Source: an optimization exercise on an open RTL-to-GDS flow (aim: small area). Production flows keep margins and buffers that such runs may drop.
Only simulation tests tie the RTL to the original design; equivalence was not proved.
Power figures rest on the tool's default switching activity, not on a simulated workload.

Setup of exp/yarrow:
Design poly_top, start of the top module:
module poly_top #(
	parameter a = 2,
	parameter b = 4,
	parameter c = 6,
	parameter data_width = 32
)
(
	input wire clk,rst,
	input wire [data_width-1:0] x,
	input wire in_valid,
	output wire [data_width-1:0] y,
	output wire out_valid,
	output wire [1:0] state
);
Size: roughly 520 cells after synthesis, about 70 I/O pins, about 0.0069 mm^2 of cells after synthesis.
clock: 9.0 ns
lec_check: 0
cap_margin: 10
core_margin: 2
core_utilization: 86
cts_buf_list: sky130_fd_sc_hd__clkbuf_8
cts_cluster_size: 20
slew_margin: 10
synth_hierarchical: 1
synth_minimum_keep_size: 0
standard.sh (not shown) runs the stock make flow with config.mk's settings and CLKGATE_MAP_FILE= SYNTH_SCRIPT=/design/flow/synth_recipe.tcl, a recipe that flattens the netlist after the stock synthesis.
==> flow/flow/run.sh <==
#!/bin/bash
# The standard layout (standard.sh, with the standard synthesis) with these changes:
# - after floorplan, every cell is set to its lowest drive strength (downsize.tcl);
#   timing repair upsizes the cells that need it;
# - global placement keeps none of its timing-driven buffering (GPL_KEEP_OVERFLOW=0);
# - power recovery downsizes cells with slack to spare after global routing;
# - the port buffers use the smallest buffer cell;
# - clock tree synthesis uses clkbuf_8 and adds no dummy loads.
# Each make run's full output goes to its own log file here.
set -euo pipefail
bash standard.sh synth > synth.log 2>&1
bash standard.sh \
	"POST_FLOORPLAN_TCL=$PWD/flow/downsize.tcl" \
	"GPL_KEEP_OVERFLOW=0" "RECOVER_POWER=100" \
	"BUFFER_PORTS_ARGS=-buffer_cell sky130_fd_sc_hd__buf_1" \
	"CTS_ARGS=-sink_clustering_enable -repair_clock_nets -sink_clustering_size 32 -sink_clustering_max_diameter 150 -sink_clustering_levels 1 -buf_list sky130_fd_sc_hd__clkbuf_8 -dont_use_dummy_load" \
	finish > layout.log 2>&1
==> flow/flow/downsize.tcl <==
# Before placement, give every cell the lowest drive strength of its kind
# (name ending _1); timing repair later upsizes the cells that need it.
set n 0
foreach inst [get_cells *] {
  set master [get_property $inst ref_name]
  if { [regexp {^(sky130_fd_sc_hd__\w+)_([0-9]+)$} $master -> base drive] && $drive > 1 } {
    set target ${base}_1
    if { [llength [get_lib_cells -quiet $target]] > 0 } {
      replace_cell $inst $target
      incr n
    }
  }
}
puts "downsize.tcl: $n cells set to drive strength 1"
exp/yarrow: no failed stages, no open violations at the end
Here is what was changed in the inputs of exp/ember compared with exp/yarrow.
- CORE_UTILIZATION changed from 86 to 72
--- a/flow/flow/run.sh
+++ b/flow/flow/run.sh
@@ -14,4 +14,4 @@
 	"GPL_KEEP_OVERFLOW=0" "RECOVER_POWER=100" \
 	"BUFFER_PORTS_ARGS=-buffer_cell sky130_fd_sc_hd__buf_1" \
-	"CTS_ARGS=-sink_clustering_enable -repair_clock_nets -sink_clustering_size 32 -sink_clustering_max_diameter 150 -sink_clustering_levels 1 -buf_list sky130_fd_sc_hd__clkbuf_8 -dont_use_dummy_load" \
+	"CTS_ARGS=-sink_clustering_enable -repair_clock_nets -sink_clustering_size 20 -buf_list sky130_fd_sc_hd__clkbuf_8 -dont_use_dummy_load" \
 	finish > layout.log 2>&1
Findings:
exp/yarrow → exp/ember: first-pass GRT wire length moved down, required time at the worst-slack endpoint shows no meaningful change, die area grew by 19%, fmax now smaller, total power of the final layout now sits lower.
For exp/amber, these inputs were changed with respect to exp/ember:
- CORE_UTILIZATION changed from 72 to 80
## What came out
- Diff exp/ember..exp/amber | initial antenna violation count | unchanged
- exp/ember → exp/amber: final area saw a decrease, per-cell via count in the routed design saw an increase, height of the die saw a decrease.
- Status | exp/ember and exp/amber | clean
- Fmax: exp/amber higher than exp/ember
- Shortest period the worst path allows on exp/amber is down relative to exp/ember.
Inputs modified between exp/amber and exp/xenon:
- changing SLEW_MARGIN from 10 to 5
- changing CAP_MARGIN from 10 to 5
==> comparison <==
- Compared with exp/amber, in exp/xenon highest attainable clock frequency shows no meaningful change, number of standard cells in the layout, taps in and fillers out shows no meaningful change.
- Share of the clock period used by the worst path after layout in exp/xenon is 0.20 points lower than in exp/amber
- Changes observed in exp/xenon relative to exp/amber: overall fraction of global-route tracks in use has decreased, hold slack now smaller.
Changes in exp/zinc relative to exp/xenon:
- SLEW_MARGIN changed from 5 to 10
- CAP_MARGIN changed from 5 to 10
- CORE_UTILIZATION changed from 80 to 86
--- a/flow/flow/run.sh
+++ b/flow/flow/run.sh
@@ -14,4 +14,4 @@
 	"GPL_KEEP_OVERFLOW=0" "RECOVER_POWER=100" \
 	"BUFFER_PORTS_ARGS=-buffer_cell sky130_fd_sc_hd__buf_1" \
-	"CTS_ARGS=-sink_clustering_enable -repair_clock_nets -sink_clustering_size 20 -buf_list sky130_fd_sc_hd__clkbuf_8 -dont_use_dummy_load" \
+	"CTS_ARGS=-repair_clock_nets -buf_list sky130_fd_sc_hd__clkbuf_8 -dont_use_dummy_load" \
 	finish > layout.log 2>&1
## What came out
Per the final summary, exp/zinc finished and its layout is clean on timing, DRC and antenna. exp/zinc ends up with a maximum cell stage delay along the critical path that is 0.03 ns higher than in exp/xenon. Between exp/zinc and exp/xenon, it is exp/zinc whose routing usage on met2 is higher, by 7.4 points. Footprint of the multi-input gates of exp/zinc is on par with exp/xenon. Comparing exp/xenon and exp/zinc, the lower internal power of the cells is on exp/xenon. exp/xenon and exp/zinc ended up with roughly the same layout overhead on the synthesized area. Overall power after layout: exp/xenon and exp/zinc compared, lower one is exp/xenon. In exp/zinc, relative max-transition margin is lower than in exp/xenon. The design area of exp/zinc and that of exp/xenon are within noise of each other. The global-route total usage across every layer in exp/zinc sits 5.2 points above the value recorded for exp/xenon. When the final numbers for exp/xenon and exp/zinc were put side by side, the wire length after detailed routing turned out to be smaller in exp/xenon.
--- input diff exp/zinc..exp/delta ---
--- a/flow/flow/run.sh
+++ b/flow/flow/run.sh
@@ -14,4 +14,4 @@
 	"GPL_KEEP_OVERFLOW=0" "RECOVER_POWER=100" \
 	"BUFFER_PORTS_ARGS=-buffer_cell sky130_fd_sc_hd__buf_1" \
-	"CTS_ARGS=-repair_clock_nets -buf_list sky130_fd_sc_hd__clkbuf_8 -dont_use_dummy_load" \
+	"CTS_ARGS=-sink_clustering_enable -repair_clock_nets -sink_clustering_size 20 -buf_list sky130_fd_sc_hd__clkbuf_8 -dont_use_dummy_load" \
 	finish > layout.log 2>&1
--- outcome ---
Comparing exp/zinc against exp/delta, there is no change at all in met1 layer usage reported by global route.
Comparing exp/delta against exp/zinc, there is no change at all in number of levels in the clock H-tree.
Count of plain and timing-repair buffers in the layout: exp/delta vs exp/zinc — no meaningful difference
As far as routed wirelength normalized by instance count is concerned, exp/delta and exp/zinc perform about the same.
Between exp/delta and exp/zinc, the flip-flop and latch count does not differ in any meaningful way.
As far as average size of a mapped cell is concerned, exp/delta and exp/zinc perform about the same.
On total power, exp/zinc and exp/delta are neck and neck.
Diff exp/zinc..exp/delta | floorplan core area | unchanged
As far as final-layout non-clock buffer area share goes, exp/zinc and exp/delta are indistinguishable; the numbers are identical.
There was hardly any difference in critical path depth between exp/delta and exp/zinc.
Re overflow left after global routing: no difference whatsoever between exp/delta and exp/zinc.

afterwards: timing with drivers on the ports:
How much do the figures lean on ideal ports? The routed layouts below were timed once more, with nothing changed but the port constraints. Step 1 sets driving cells, clkbuf_16 on the clock port and buf_2 on the other inputs (assumed; they add their load-dependent delay and slew). Step 2 times the ports against the registers' clock, not the clock port: input delays grow and output delays shrink by t, the midpoint of the rising clock arrivals with the driver on. a / b / c = no drivers / after step 1 / after step 2; a / b = the first two.
run | t, ns | setup slack, ns | hold slack, ns
exp/yarrow | 0.384 | 0.461 / 0.461 / 0.461 | 0.326 / 0.326 / 0.326
exp/ember | 0.386 | 0.403 / 0.403 / 0.403 | 0.301 / 0.301 / 0.301
exp/amber | 0.388 | 0.498 / 0.498 / 0.498 | 0.315 / 0.315 / 0.315
exp/xenon | 0.387 | 0.517 / 0.517 / 0.517 | 0.310 / 0.310 / 0.310
exp/zinc | 0.384 | 0.461 / 0.461 / 0.461 | 0.326 / 0.326 / 0.326
exp/delta | 0.384 | 0.461 / 0.461 / 0.461 | 0.326 / 0.326 / 0.326
After both steps setup and hold are still met in every run listed.
